Source: an optimization exercise on an open RTL-to-GDS flow (aim: small area, a short achievable clock period and few clock cycles per item). Production flows keep margins and buffers that such runs may drop.
At most, simulation tests tie the RTL to the original design; equivalence was not proved.
Power figures rest on the tool's default switching activity, not on a simulated workload.

==> inputs of xenon <==
==> flow/design.v (excerpt) <==
module booth_multiplier(
    input         clk,
    input         reset_n,
    input         op_start,
    input         op_clear,
    input  [31:0] multiplier,
    input  [31:0] multiplicand,
    output        op_done,
    output [63:0] result
);
  reg       busy, done;
  reg       first;                        
  reg       step;                         
  reg       last;                         
  reg [2:0] cnt;
  wire      idle = !busy && !done;
  wire      fin  = cnt[2];                        
  reg  [31:0] m_q;           
  reg  [31:0] lo_q;          
  reg  [31:0] s_q, c_q;      
  reg  [7:0]  rs_q, rc_q;    
  reg         cy_q;          
  reg  [3:0]  one_q, two_q, ng_q;   
  function [11:0] enc;
    input [7:0] b;
    input       bm;
    integer i;
    reg [8:0] x;
    begin
      x = {b, bm};
      for (i = 0; i < 4; i = i + 1) begin
        enc[i]         = x[2*i+1] ^ x[2*i];
  ...
==> flow/config.mk <==
export PLATFORM = sky130hd
export DESIGN_NAME = booth_multiplier
export DESIGN_NICKNAME = booth_multiplier
export VERILOG_FILES = /design/flow/design.v
export SDC_FILE = /design/flow/constraint.sdc
export NUM_CORES = 4
export LEC_CHECK = 0
export CAP_MARGIN = 20
export CORE_MARGIN = 2
export CORE_UTILIZATION = 40
export PLACE_DENSITY = 0.75
export SETUP_SLACK_MARGIN = 2.0
export SLEW_MARGIN = 20
export SYNTH_HIERARCHICAL = 1
export SYNTH_MINIMUM_KEEP_SIZE = 0
==> flow/constraint.sdc <==
create_clock -name core_clock -period 5.0 [get_ports {clk}]
set_input_delay 1.0000 -clock core_clock [delete_from_list [all_inputs] [get_ports {clk}]]
set_output_delay 1.0000 -clock core_clock [all_outputs]
set_load 0.01 [all_outputs]
standard.sh (not shown) runs the stock make flow with config.mk's settings and CLKGATE_MAP_FILE= SYNTH_SCRIPT=/design/flow/synth_recipe.tcl, a recipe that flattens the netlist after the stock synthesis.
==> flow/flow/run.sh <==
#!/bin/bash
# Standard layout, except: plain buf_1 cells as the port buffers, and a clock
# tree of clkbuf_4/clkbuf_8 cells under a clkbuf_16 root, without dummy loads.
export BUFFER_PORTS_ARGS="-buffer_cell sky130_fd_sc_hd__buf_1"
export CTS_ARGS="-sink_clustering_enable -repair_clock_nets -dont_use_dummy_load -root_buf sky130_fd_sc_hd__clkbuf_16 -buf_list \"sky130_fd_sc_hd__clkbuf_4 sky130_fd_sc_hd__clkbuf_8\""
bash standard.sh > standard.log 2>&1
==> inputs of zinc, as changes to xenon <==
Settings changed: SETUP_SLACK_MARGIN 2.0 to 1.8.
==> summary.md <==
| Metric | Value |
|---|---|
| Leak pwr | 5.83 nW |
| Final #Nets | 1511 |
| Cell Area, Placed | 13900 um^2 |
| Outcome | complete, no violations |
| Most frequent cells in the layout | 149 x xnor2_1, 145 x fa_1, 132 x buf_1, 122 x a22oi_1, 83 x dfxtp_1 |
| Final wirelength | 31900 um |
| Cell area after layout | 14500 um^2 |
| PD cells | 593 nW/um^2 |
| Area occupied by multi-input gates | 8690 um^2 |
[end of results for zinc]
==> summary.md <==
| Metric | Value |
|---|---|
| Synth area leader | fa_1 |
| Final wirelength | 35000 um |
| Root buf cell | clkbuf_16 |
| Outcome | complete, no violations |
| PD cells | 594 nW/um^2 |
| Leak pwr | 6.25 nW |
| Cell Area, Placed | 13900 um^2 |
| Post-CTS resize count | 53 |
| Final #Nets | 1566 |
| GRT Max-Usage Layer | met2 |
| WL per Instance | 20.4 um |
[end of results for xenon]
No functional check of the RTL was part of any run of this note.


==> run M: inputs <==
Another version of the RTL of booth_multiplier (not shown whole).
clock: 5.0 ns
lec_check: 0
cap_margin: 20
core_margin: 2
core_utilization: 40
place_density: 0.5
setup_slack_margin: 2.0
slew_margin: 20
synth_hierarchical: 1
synth_minimum_keep_size: 0
==> flow/flow/run.sh <==
#!/bin/bash
# Standard layout, except: plain buf_1 cells as the port buffers, and a
# clock tree of clkbuf_4 cells without dummy loads.
export BUFFER_PORTS_ARGS="-buffer_cell sky130_fd_sc_hd__buf_1"
export CTS_ARGS="-sink_clustering_enable -repair_clock_nets -dont_use_dummy_load -root_buf sky130_fd_sc_hd__clkbuf_16 -buf_list \"sky130_fd_sc_hd__clkbuf_4 sky130_fd_sc_hd__clkbuf_8\""
bash standard.sh > standard.log 2>&1
==> run B: changes against run M <==
--- a/flow/config.mk
+++ b/flow/config.mk
@@ -4,12 +4,12 @@
 export VERILOG_FILES = /design/flow/design.v
 export SDC_FILE = /design/flow/constraint.sdc
 export NUM_CORES = 4
 export LEC_CHECK = 0
 export CAP_MARGIN = 20
 export CORE_MARGIN = 2
 export CORE_UTILIZATION = 40
-export PLACE_DENSITY = 0.5
+export PLACE_DENSITY = 0.6
 export SETUP_SLACK_MARGIN = 2.0
 export SLEW_MARGIN = 20
 export SYNTH_HIERARCHICAL = 1
 export SYNTH_MINIMUM_KEEP_SIZE = 0
==> run C: changes against run M <==
--- a/flow/design.v
+++ b/flow/design.v
@@ -5,14 +5,15 @@
     input         op_clear,
     input  [31:0] multiplier,
     input  [31:0] multiplicand,
     output        op_done,
     output [63:0] result
 );
   reg       busy, done;
+  reg       first;                        
   reg [2:0] cnt;
   wire      idle = !busy && !done;
   wire      fin  = cnt[2];                        
   wire      last = (cnt == 3'd3);         
   reg  [31:0] m_q;           
   reg  [31:0] lo_q;          
   reg  [31:0] s_q, c_q;      
@@ -29,14 +30,16 @@
       for (i = 0; i < 4; i = i + 1) begin
         enc[i]         = x[2*i+1] ^ x[2*i];
         enc[4+i]     = (x[2*i+2] & ~x[2*i+1] & ~x[2*i]) | (~x[2*i+2] & x[2*i+1] & x[2*i]);
         enc[8+i]   = x[2*i+2];
       end
     end
   endfunction
+  wire [31:0] s_g = s_q & {32{~first}};
+  wire [31:0] c_g = c_q & {32{~first}};
   wire [11:0] enc_next = busy ? enc(lo_q[15:8], lo_q[7]) : enc(multiplier[7:0], 1'b0);
   wire [32:0] mg0 = ({33{one_q[0]}} & {m_q[31], m_q}) | ({33{two_q[0]}} & {m_q, 1'b0});
   wire [32:0] pp0 = mg0 ^ {33{ng_q[0]}};
   wire [32:0] e0 = {~pp0[32], pp0[31:0]};
   wire [32:0] mg1 = ({33{one_q[1]}} & {m_q[31], m_q}) | ({33{two_q[1]}} & {m_q, 1'b0});
   wire [32:0] pp1 = mg1 ^ {33{ng_q[1]}};
   wire [32:0] e1 = {~pp1[32], pp1[31:0]};
@@ -366,157 +369,157 @@
   wire fc318;
   wire hs319;
   wire hc320;
   wire hs321;
   wire hc322;
   wire fs323;
   wire fc324;
-  mul_fa u_fs1 (.a(c_q[0]), .b(ng_q[0]), .ci(s_q[0]), .s(fs1), .co(fc2));
-  mul_ha u_hs3 (.a(c_q[1]), .b(s_q[1]), .s(hs3), .c(hc4));
+  mul_fa u_fs1 (.a(c_g[0]), .b(ng_q[0]), .ci(s_g[0]), .s(fs1), .co(fc2));
+  mul_ha u_hs3 (.a(c_g[1]), .b(s_g[1]), .s(hs3), .c(hc4));
   mul_ha u_hs5 (.a(hs3), .b(fc2), .s(hs5), .c(hc6));
-  mul_fa u_fs7 (.a(c_q[2]), .b(ng_q[1]), .ci(s_q[2]), .s(fs7), .co(fc8));
+  mul_fa u_fs7 (.a(c_g[2]), .b(ng_q[1]), .ci(s_g[2]), .s(fs7), .co(fc8));
   mul_fa u_fs9 (.a(hc4), .b(fs7), .ci(e0[2]), .s(fs9), .co(fc10));
   mul_ha u_hs11 (.a(e1[0]), .b(hc6), .s(hs11), .c(hc12));
-  mul_ha u_hs13 (.a(c_q[3]), .b(s_q[3]), .s(hs13), .c(hc14));
+  mul_ha u_hs13 (.a(c_g[3]), .b(s_g[3]), .s(hs13), .c(hc14));
   mul_fa u_fs15 (.a(hs13), .b(fc8), .ci(e0[3]), .s(fs15), .co(fc16));
   mul_fa u_fs17 (.a(e1[1]), .b(hc12), .ci(fc10), .s(fs17), .co(fc18));
-  mul_fa u_fs19 (.a(c_q[4]), .b(ng_q[2]), .ci(s_q[4]), .s(fs19), .co(fc20));
+  mul_fa u_fs19 (.a(c_g[4]), .b(ng_q[2]), .ci(s_g[4]), .s(fs19), .co(fc20));
   mul_fa u_fs21 (.a(hc14), .b(fs19), .ci(e0[4]), .s(fs21), .co(fc22));
   mul_ha u_hs23 (.a(e1[2]), .b(e2[0]), .s(hs23), .c(hc24));
   mul_fa u_fs25 (.a(hs23), .b(fc16), .ci(fs21), .s(fs25), .co(fc26));
-  mul_ha u_hs27 (.a(c_q[5]), .b(s_q[5]), .s(hs27), .c(hc28));
+  mul_ha u_hs27 (.a(c_g[5]), .b(s_g[5]), .s(hs27), .c(hc28));
   mul_fa u_fs29 (.a(hs27), .b(fc20), .ci(e0[5]), .s(fs29), .co(fc30));
   mul_fa u_fs31 (.a(e1[3]), .b(e2[1]), .ci(hc24), .s(fs31), .co(fc32));
   mul_fa u_fs33 (.a(fc22), .b(fs29), .ci(fs31), .s(fs33), .co(fc34));
-  mul_fa u_fs35 (.a(c_q[6]), .b(ng_q[3]), .ci(s_q[6]), .s(fs35), .co(fc36));
+  mul_fa u_fs35 (.a(c_g[6]), .b(ng_q[3]), .ci(s_g[6]), .s(fs35), .co(fc36));
   mul_fa u_fs37 (.a(hc28), .b(fs35), .ci(e0[6]), .s(fs37), .co(fc38));
   mul_fa u_fs39 (.a(e1[4]), .b(e2[2]), .ci(e3[0]), .s(fs39), .co(fc40));
   mul_fa u_fs41 (.a(fc30), .b(fs37), .ci(fs39), .s(fs41), .co(fc42));
   mul_ha u_hs43 (.a(fc32), .b(fs41), .s(hs43), .c(hc44));
-  mul_ha u_hs45 (.a(c_q[7]), .b(s_q[7]), .s(hs45), .c(hc46));
+  mul_ha u_hs45 (.a(c_g[7]), .b(s_g[7]), .s(hs45), .c(hc46));
   mul_fa u_fs47 (.a(hs45), .b(fc36), .ci(e0[7]), .s(fs47), .co(fc48));
   mul_fa u_fs49 (.a(e1[5]), .b(e2[3]), .ci(e3[1]), .s(fs49), .co(fc50));
   mul_fa u_fs51 (.a(fc38), .b(fc40), .ci(fs47), .s(fs51), .co(fc52));
   mul_fa u_fs53 (.a(fs49), .b(fc42), .ci(fs51), .s(fs53), .co(fc54));
-  mul_fa u_fs55 (.a(c_q[8]), .b(s_q[8]), .ci(hc46), .s(fs55), .co(fc56));
+  mul_fa u_fs55 (.a(c_g[8]), .b(s_g[8]), .ci(hc46), .s(fs55), .co(fc56));
   mul_fa u_fs57 (.a(last), .b(e0[8]), .ci(e1[6]), .s(fs57), .co(fc58));
   mul_fa u_fs59 (.a(e2[4]), .b(e3[2]), .ci(fs55), .s(fs59), .co(fc60));
   mul_fa u_fs61 (.a(fc48), .b(fc50), .ci(fs57), .s(fs61), .co(fc62));
   mul_fa u_fs63 (.a(fs59), .b(fc52), .ci(fs61), .s(fs63), .co(fc64));
-  mul_fa u_fs65 (.a(c_q[9]), .b(s_q[9]), .ci(last), .s(fs65), .co(fc66));
+  mul_fa u_fs65 (.a(c_g[9]), .b(s_g[9]), .ci(last), .s(fs65), .co(fc66));
   mul_fa u_fs67 (.a(e0[9]), .b(e1[7]), .ci(e2[5]), .s(fs67), .co(fc68));
   mul_fa u_fs69 (.a(e3[3]), .b(fc56), .ci(fs65), .s(fs69), .co(fc70));
   mul_fa u_fs71 (.a(fc58), .b(fs67), .ci(fc60), .s(fs71), .co(fc72));
   mul_fa u_fs73 (.a(fs69), .b(fc62), .ci(fs71), .s(fs73), .co(fc74));
-  mul_ha u_hs75 (.a(c_q[10]), .b(s_q[10]), .s(hs75), .c(hc76));
+  mul_ha u_hs75 (.a(c_g[10]), .b(s_g[10]), .s(hs75), .c(hc76));
   mul_fa u_fs77 (.a(hs75), .b(e0[10]), .ci(e1[8]), .s(fs77), .co(fc78));
   mul_fa u_fs79 (.a(e2[6]), .b(e3[4]), .ci(fc66), .s(fs79), .co(fc80));
   mul_fa u_fs81 (.a(fc68), .b(fs77), .ci(fc70), .s(fs81), .co(fc82));
   mul_fa u_fs83 (.a(fs79), .b(fc72), .ci(fs81), .s(fs83), .co(fc84));
-  mul_fa u_fs85 (.a(c_q[11]), .b(s_q[11]), .ci(hc76), .s(fs85), .co(fc86));
+  mul_fa u_fs85 (.a(c_g[11]), .b(s_g[11]), .ci(hc76), .s(fs85), .co(fc86));
   mul_fa u_fs87 (.a(last), .b(e0[11]), .ci(e1[9]), .s(fs87), .co(fc88));
   mul_fa u_fs89 (.a(e2[7]), .b(e3[5]), .ci(fs85), .s(fs89), .co(fc90));
   mul_fa u_fs91 (.a(fc78), .b(fs87), .ci(fc80), .s(fs91), .co(fc92));
   mul_fa u_fs93 (.a(fs89), .b(fc82), .ci(fs91), .s(fs93), .co(fc94));
-  mul_ha u_hs95 (.a(c_q[12]), .b(s_q[12]), .s(hs95), .c(hc96));
+  mul_ha u_hs95 (.a(c_g[12]), .b(s_g[12]), .s(hs95), .c(hc96));
   mul_fa u_fs97 (.a(hs95), .b(e0[12]), .ci(e1[10]), .s(fs97), .co(fc98));
   mul_fa u_fs99 (.a(e2[8]), .b(e3[6]), .ci(fc86), .s(fs99), .co(fc100));
   mul_fa u_fs101 (.a(fc88), .b(fs97), .ci(fc90), .s(fs101), .co(fc102));
   mul_fa u_fs103 (.a(fs99), .b(fc92), .ci(fs101), .s(fs103), .co(fc104));
-  mul_fa u_fs105 (.a(c_q[13]), .b(s_q[13]), .ci(hc96), .s(fs105), .co(fc106));
+  mul_fa u_fs105 (.a(c_g[13]), .b(s_g[13]), .ci(hc96), .s(fs105), .co(fc106));
   mul_fa u_fs107 (.a(last), .b(e0[13]), .ci(e1[11]), .s(fs107), .co(fc108));
   mul_fa u_fs109 (.a(e2[9]), .b(e3[7]), .ci(fs105), .s(fs109), .co(fc110));
   mul_fa u_fs111 (.a(fc98), .b(fs107), .ci(fc100), .s(fs111), .co(fc112));
   mul_fa u_fs113 (.a(fs109), .b(fc102), .ci(fs111), .s(fs113), .co(fc114));
-  mul_ha u_hs115 (.a(c_q[14]), .b(s_q[14]), .s(hs115), .c(hc116));
+  mul_ha u_hs115 (.a(c_g[14]), .b(s_g[14]), .s(hs115), .c(hc116));
   mul_fa u_fs117 (.a(hs115), .b(e0[14]), .ci(e1[12]), .s(fs117), .co(fc118));
   mul_fa u_fs119 (.a(e2[10]), .b(e3[8]), .ci(fc106), .s(fs119), .co(fc120));
   mul_fa u_fs121 (.a(fc108), .b(fs117), .ci(fc110), .s(fs121), .co(fc122));
   mul_fa u_fs123 (.a(fs119), .b(fc112), .ci(fs121), .s(fs123), .co(fc124));
-  mul_fa u_fs125 (.a(c_q[15]), .b(s_q[15]), .ci(hc116), .s(fs125), .co(fc126));
+  mul_fa u_fs125 (.a(c_g[15]), .b(s_g[15]), .ci(hc116), .s(fs125), .co(fc126));
   mul_fa u_fs127 (.a(last), .b(e0[15]), .ci(e1[13]), .s(fs127), .co(fc128));
   mul_fa u_fs129 (.a(e2[11]), .b(e3[9]), .ci(fs125), .s(fs129), .co(fc130));
   mul_fa u_fs131 (.a(fc118), .b(fs127), .ci(fc120), .s(fs131), .co(fc132));
   mul_fa u_fs133 (.a(fs129), .b(fc122), .ci(fs131), .s(fs133), .co(fc134));
-  mul_ha u_hs135 (.a(c_q[16]), .b(s_q[16]), .s(hs135), .c(hc136));
+  mul_ha u_hs135 (.a(c_g[16]), .b(s_g[16]), .s(hs135), .c(hc136));
   mul_fa u_fs137 (.a(hs135), .b(e0[16]), .ci(e1[14]), .s(fs137), .co(fc138));
   mul_fa u_fs139 (.a(e2[12]), .b(e3[10]), .ci(fc126), .s(fs139), .co(fc140));
   mul_fa u_fs141 (.a(fc128), .b(fs137), .ci(fc130), .s(fs141), .co(fc142));
   mul_fa u_fs143 (.a(fs139), .b(fc132), .ci(fs141), .s(fs143), .co(fc144));
-  mul_fa u_fs145 (.a(c_q[17]), .b(s_q[17]), .ci(hc136), .s(fs145), .co(fc146));
+  mul_fa u_fs145 (.a(c_g[17]), .b(s_g[17]), .ci(hc136), .s(fs145), .co(fc146));
   mul_fa u_fs147 (.a(last), .b(e0[17]), .ci(e1[15]), .s(fs147), .co(fc148));
   mul_fa u_fs149 (.a(e2[13]), .b(e3[11]), .ci(fs145), .s(fs149), .co(fc150));
   mul_fa u_fs151 (.a(fc138), .b(fs147), .ci(fc140), .s(fs151), .co(fc152));
   mul_fa u_fs153 (.a(fs149), .b(fc142), .ci(fs151), .s(fs153), .co(fc154));
-  mul_ha u_hs155 (.a(c_q[18]), .b(s_q[18]), .s(hs155), .c(hc156));
+  mul_ha u_hs155 (.a(c_g[18]), .b(s_g[18]), .s(hs155), .c(hc156));
   mul_fa u_fs157 (.a(hs155), .b(e0[18]), .ci(e1[16]), .s(fs157), .co(fc158));
   mul_fa u_fs159 (.a(e2[14]), .b(e3[12]), .ci(fc146), .s(fs159), .co(fc160));
   mul_fa u_fs161 (.a(fc148), .b(fs157), .ci(fc150), .s(fs161), .co(fc162));
   mul_fa u_fs163 (.a(fs159), .b(fc152), .ci(fs161), .s(fs163), .co(fc164));
-  mul_fa u_fs165 (.a(c_q[19]), .b(s_q[19]), .ci(hc156), .s(fs165), .co(fc166));
+  mul_fa u_fs165 (.a(c_g[19]), .b(s_g[19]), .ci(hc156), .s(fs165), .co(fc166));
   mul_fa u_fs167 (.a(last), .b(e0[19]), .ci(e1[17]), .s(fs167), .co(fc168));
   mul_fa u_fs169 (.a(e2[15]), .b(e3[13]), .ci(fs165), .s(fs169), .co(fc170));
   mul_fa u_fs171 (.a(fc158), .b(fs167), .ci(fc160), .s(fs171), .co(fc172));
   mul_fa u_fs173 (.a(fs169), .b(fc162), .ci(fs171), .s(fs173), .co(fc174));
-  mul_ha u_hs175 (.a(c_q[20]), .b(s_q[20]), .s(hs175), .c(hc176));
+  mul_ha u_hs175 (.a(c_g[20]), .b(s_g[20]), .s(hs175), .c(hc176));
   mul_fa u_fs177 (.a(hs175), .b(e0[20]), .ci(e1[18]), .s(fs177), .co(fc178));
   mul_fa u_fs179 (.a(e2[16]), .b(e3[14]), .ci(fc166), .s(fs179), .co(fc180));
   mul_fa u_fs181 (.a(fc168), .b(fs177), .ci(fc170), .s(fs181), .co(fc182));
   mul_fa u_fs183 (.a(fs179), .b(fc172), .ci(fs181), .s(fs183), .co(fc184));
-  mul_fa u_fs185 (.a(c_q[21]), .b(s_q[21]), .ci(hc176), .s(fs185), .co(fc186));
+  mul_fa u_fs185 (.a(c_g[21]), .b(s_g[21]), .ci(hc176), .s(fs185), .co(fc186));
   mul_fa u_fs187 (.a(last), .b(e0[21]), .ci(e1[19]), .s(fs187), .co(fc188));
   mul_fa u_fs189 (.a(e2[17]), .b(e3[15]), .ci(fs185), .s(fs189), .co(fc190));
   mul_fa u_fs191 (.a(fc178), .b(fs187), .ci(fc180), .s(fs191), .co(fc192));
   mul_fa u_fs193 (.a(fs189), .b(fc182), .ci(fs191), .s(fs193), .co(fc194));
-  mul_ha u_hs195 (.a(c_q[22]), .b(s_q[22]), .s(hs195), .c(hc196));
+  mul_ha u_hs195 (.a(c_g[22]), .b(s_g[22]), .s(hs195), .c(hc196));
   mul_fa u_fs197 (.a(hs195), .b(e0[22]), .ci(e1[20]), .s(fs197), .co(fc198));
   mul_fa u_fs199 (.a(e2[18]), .b(e3[16]), .ci(fc186), .s(fs199), .co(fc200));
   mul_fa u_fs201 (.a(fc188), .b(fs197), .ci(fc190), .s(fs201), .co(fc202));
   mul_fa u_fs203 (.a(fs199), .b(fc192), .ci(fs201), .s(fs203), .co(fc204));
-  mul_fa u_fs205 (.a(c_q[23]), .b(s_q[23]), .ci(hc196), .s(fs205), .co(fc206));
+  mul_fa u_fs205 (.a(c_g[23]), .b(s_g[23]), .ci(hc196), .s(fs205), .co(fc206));
   mul_fa u_fs207 (.a(last), .b(e0[23]), .ci(e1[21]), .s(fs207), .co(fc208));
   mul_fa u_fs209 (.a(e2[19]), .b(e3[17]), .ci(fs205), .s(fs209), .co(fc210));
   mul_fa u_fs211 (.a(fc198), .b(fs207), .ci(fc200), .s(fs211), .co(fc212));
   mul_fa u_fs213 (.a(fs209), .b(fc202), .ci(fs211), .s(fs213), .co(fc214));
-  mul_ha u_hs215 (.a(c_q[24]), .b(s_q[24]), .s(hs215), .c(hc216));
+  mul_ha u_hs215 (.a(c_g[24]), .b(s_g[24]), .s(hs215), .c(hc216));
   mul_fa u_fs217 (.a(hs215), .b(e0[24]), .ci(e1[22]), .s(fs217), .co(fc218));
   mul_fa u_fs219 (.a(e2[20]), .b(e3[18]), .ci(fc206), .s(fs219), .co(fc220));
   mul_fa u_fs221 (.a(fc208), .b(fs217), .ci(fc210), .s(fs221), .co(fc222));
   mul_fa u_fs223 (.a(fs219), .b(fc212), .ci(fs221), .s(fs223), .co(fc224));
-  mul_fa u_fs225 (.a(c_q[25]), .b(s_q[25]), .ci(hc216), .s(fs225), .co(fc226));
+  mul_fa u_fs225 (.a(c_g[25]), .b(s_g[25]), .ci(hc216), .s(fs225), .co(fc226));
   mul_fa u_fs227 (.a(last), .b(e0[25]), .ci(e1[23]), .s(fs227), .co(fc228));
   mul_fa u_fs229 (.a(e2[21]), .b(e3[19]), .ci(fs225), .s(fs229), .co(fc230));
   mul_fa u_fs231 (.a(fc218), .b(fs227), .ci(fc220), .s(fs231), .co(fc232));
   mul_fa u_fs233 (.a(fs229), .b(fc222), .ci(fs231), .s(fs233), .co(fc234));
-  mul_ha u_hs235 (.a(c_q[26]), .b(s_q[26]), .s(hs235), .c(hc236));
+  mul_ha u_hs235 (.a(c_g[26]), .b(s_g[26]), .s(hs235), .c(hc236));
   mul_fa u_fs237 (.a(hs235), .b(e0[26]), .ci(e1[24]), .s(fs237), .co(fc238));
   mul_fa u_fs239 (.a(e2[22]), .b(e3[20]), .ci(fc226), .s(fs239), .co(fc240));
   mul_fa u_fs241 (.a(fc228), .b(fs237), .ci(fc230), .s(fs241), .co(fc242));
   mul_fa u_fs243 (.a(fs239), .b(fc232), .ci(fs241), .s(fs243), .co(fc244));
-  mul_fa u_fs245 (.a(c_q[27]), .b(s_q[27]), .ci(hc236), .s(fs245), .co(fc246));
+  mul_fa u_fs245 (.a(c_g[27]), .b(s_g[27]), .ci(hc236), .s(fs245), .co(fc246));
   mul_fa u_fs247 (.a(last), .b(e0[27]), .ci(e1[25]), .s(fs247), .co(fc248));
   mul_fa u_fs249 (.a(e2[23]), .b(e3[21]), .ci(fs245), .s(fs249), .co(fc250));
   mul_fa u_fs251 (.a(fc238), .b(fs247), .ci(fc240), .s(fs251), .co(fc252));
   mul_fa u_fs253 (.a(fs249), .b(fc242), .ci(fs251), .s(fs253), .co(fc254));
-  mul_ha u_hs255 (.a(c_q[28]), .b(s_q[28]), .s(hs255), .c(hc256));
+  mul_ha u_hs255 (.a(c_g[28]), .b(s_g[28]), .s(hs255), .c(hc256));
   mul_fa u_fs257 (.a(hs255), .b(e0[28]), .ci(e1[26]), .s(fs257), .co(fc258));
   mul_fa u_fs259 (.a(e2[24]), .b(e3[22]), .ci(fc246), .s(fs259), .co(fc260));
   mul_fa u_fs261 (.a(fc248), .b(fs257), .ci(fc250), .s(fs261), .co(fc262));
   mul_fa u_fs263 (.a(fs259), .b(fc252), .ci(fs261), .s(fs263), .co(fc264));
-  mul_fa u_fs265 (.a(c_q[29]), .b(s_q[29]), .ci(hc256), .s(fs265), .co(fc266));
+  mul_fa u_fs265 (.a(c_g[29]), .b(s_g[29]), .ci(hc256), .s(fs265), .co(fc266));
   mul_fa u_fs267 (.a(last), .b(e0[29]), .ci(e1[27]), .s(fs267), .co(fc268));
   mul_fa u_fs269 (.a(e2[25]), .b(e3[23]), .ci(fs265), .s(fs269), .co(fc270));
   mul_fa u_fs271 (.a(fc258), .b(fs267), .ci(fc260), .s(fs271), .co(fc272));
   mul_fa u_fs273 (.a(fs269), .b(fc262), .ci(fs271), .s(fs273), .co(fc274));
-  mul_ha u_hs275 (.a(c_q[30]), .b(s_q[30]), .s(hs275), .c(hc276));
+  mul_ha u_hs275 (.a(c_g[30]), .b(s_g[30]), .s(hs275), .c(hc276));
   mul_fa u_fs277 (.a(hs275), .b(e0[30]), .ci(e1[28]), .s(fs277), .co(fc278));
   mul_fa u_fs279 (.a(e2[26]), .b(e3[24]), .ci(fc266), .s(fs279), .co(fc280));
   mul_fa u_fs281 (.a(fc268), .b(fs277), .ci(fc270), .s(fs281), .co(fc282));
   mul_fa u_fs283 (.a(fs279), .b(fc272), .ci(fs281), .s(fs283), .co(fc284));
-  mul_fa u_fs285 (.a(c_q[31]), .b(s_q[31]), .ci(hc276), .s(fs285), .co(fc286));
+  mul_fa u_fs285 (.a(c_g[31]), .b(s_g[31]), .ci(hc276), .s(fs285), .co(fc286));
   mul_fa u_fs287 (.a(last), .b(e0[31]), .ci(e1[29]), .s(fs287), .co(fc288));
   mul_fa u_fs289 (.a(e2[27]), .b(e3[25]), .ci(fs285), .s(fs289), .co(fc290));
   mul_fa u_fs291 (.a(fc278), .b(fs287), .ci(fc280), .s(fs291), .co(fc292));
   mul_fa u_fs293 (.a(fs289), .b(fc282), .ci(fs291), .s(fs293), .co(fc294));
   mul_fa u_fs295 (.a(e0[32]), .b(e1[30]), .ci(e2[28]), .s(fs295), .co(fc296));
   mul_ha u_hs297 (.a(e3[26]), .b(fc286), .s(hs297), .c(hc298));
   mul_fa u_fs299 (.a(hs297), .b(fc288), .ci(fs295), .s(fs299), .co(fc300));
@@ -537,39 +540,44 @@
   wire [39:0] ad_sum;
   wire        ad_cy;                     
   mul_add40 u_ad (.a({s_q, rs_q}), .b({c_q, rc_q}), .ci(cy_q), .s(ad_sum), .ct(ad_cy));
   assign op_done = done;
   assign result  = {s_q[31:0], lo_q};
   always @(posedge clk or negedge reset_n) begin
     if (!reset_n) begin
-      busy <= 1'b0;
-      done <= 1'b0;
+      busy  <= 1'b0;
+      done  <= 1'b0;
+      first <= 1'b0;
     end else if (op_clear) begin
-      busy <= 1'b0;
-      done <= 1'b0;
+      busy  <= 1'b0;
+      done  <= 1'b0;
+      first <= 1'b0;
     end else if (idle) begin
-      busy <= op_start;
+      busy  <= op_start;
+      first <= op_start;
     end else if (busy && fin) begin
       busy <= 1'b0;
       done <= 1'b1;
+    end else begin
+      first <= 1'b0;
     end
   end
   always @(posedge clk) begin
     cnt <= busy ? cnt + 3'd1 : 3'd0;
     if (!busy)
       m_q <= multiplicand;
     if (idle)
       lo_q <= multiplier;
     else if (busy)
       lo_q <= {ad_sum[7:0], lo_q[31:8]};
     if (idle)
       s_q  <= 0;
     else if (busy)
       s_q  <= fin ? ad_sum[39:8] : sn[39:8];
-    c_q  <= busy ? cn[39:8] : 32'd0;
+    c_q  <= cn[39:8];
     rs_q <= busy ? sn[7:0] : 8'd0;
     rc_q <= busy ? cn[7:0] : 8'd0;
     cy_q <= busy & ad_cy;
     {ng_q, two_q, one_q} <= enc_next;
   end
 endmodule
 module mul_fa(input a, input b, input ci, output s, output co);
--- a/flow/config.mk
+++ b/flow/config.mk
@@ -4,12 +4,12 @@
 export VERILOG_FILES = /design/flow/design.v
 export SDC_FILE = /design/flow/constraint.sdc
 export NUM_CORES = 4
 export LEC_CHECK = 0
 export CAP_MARGIN = 20
 export CORE_MARGIN = 2
 export CORE_UTILIZATION = 40
-export PLACE_DENSITY = 0.5
+export PLACE_DENSITY = 0.6
 export SETUP_SLACK_MARGIN = 2.0
 export SLEW_MARGIN = 20
 export SYNTH_HIERARCHICAL = 1
 export SYNTH_MINIMUM_KEEP_SIZE = 0
==> run X: changes against run M <==
==> flow/config.mk (replaced) <==
export PLATFORM = sky130hd
export DESIGN_NAME = booth_multiplier
export DESIGN_NICKNAME = booth_multiplier
export VERILOG_FILES = /design/flow/design.v
export SDC_FILE = /design/flow/constraint.sdc
export NUM_CORES = 4
export LEC_CHECK = 0
export CAP_MARGIN = 20
export CORE_MARGIN = 2
export CORE_UTILIZATION = 50
export PLACE_DENSITY = 0.7
export SETUP_SLACK_MARGIN = 1.8
export SLEW_MARGIN = 20
export SYNTH_HIERARCHICAL = 1
export SYNTH_MINIMUM_KEEP_SIZE = 0
==> summary of the runs <==
In run M the sequential share of layout area is lower than in run X, by 0.48 points. Run C finished with timing, DRC and antenna clean. Run M completed without violations. Run X finished with timing, DRC and antenna clean. Run B completed with no timing, DRC or antenna violations. In run B the clock skew is lower than in run X, by 0.014 ns. In run C the combinational power is higher than in run B, by 26%. Against run C, the sequential cell count of run M is lower by 1. Synthesized cell count is the same in run X and run B. In clock-buffer cell count, run X and run B do not differ.
Testbench counts of run M, summed over its fixed seeds: cycles 11,192, items 1,600.
Testbench counts of run B, summed over its fixed seeds: cycles 11,192, items 1,600.
Testbench counts of run X, summed over its fixed seeds: cycles 11,192, items 1,600.
Function not checked in run C: the RTL went through the layout flow alone.

[port drivers added, routing unchanged]
The flow's constraints put no driver on any port. The routed layouts listed below were extracted and timed again, unchanged, in two steps.
Step 1: set_driving_cell puts a clkbuf_16 on clk and a buf_2 on each other input, an assumption about the parent block.
Step 2 moves the port delays by t, midway between the first and last clock arrival at a register: inputs arrive t later, outputs are due t later. That takes back most of the time a late clock gives input paths.
Three values: ideal, step 1, step 2; two values: the first two.
| run | t (ns) | setup slack, ns | hold WS [ns] | worst setup path at the end | clock arrival spread, ns |
|---|---|---|---|---|---|
| xenon | 0.446 | 1.840 / 1.840 / 1.840 | 0.407 / 0.377 / 0.457 | register to register | 0.043 / 0.044 |
| zinc | 0.440 | 1.828 / 1.828 / 1.828 | 0.397 / 0.379 / 0.488 | register to register | 0.040 / 0.039 |
| run M | 0.433 | 1.931 / 1.931 / 1.931 | 0.387 / 0.366 / 0.417 | register to register | 0.043 / 0.043 |
| run B | 0.431 | 2.007 / 2.007 / 2.007 | 0.411 / 0.389 / 0.413 | register to register | 0.035 / 0.035 |
| run C | 0.436 | 1.893 / 1.893 / 1.893 | 0.416 / 0.403 / 0.421 | register to register | 0.035 / 0.035 |
| run X | 0.422 | 1.919 / 1.919 / 1.919 | 0.394 / 0.368 / 0.422 | register to register | 0.053 / 0.052 |
After both steps every run listed still meets setup and hold.
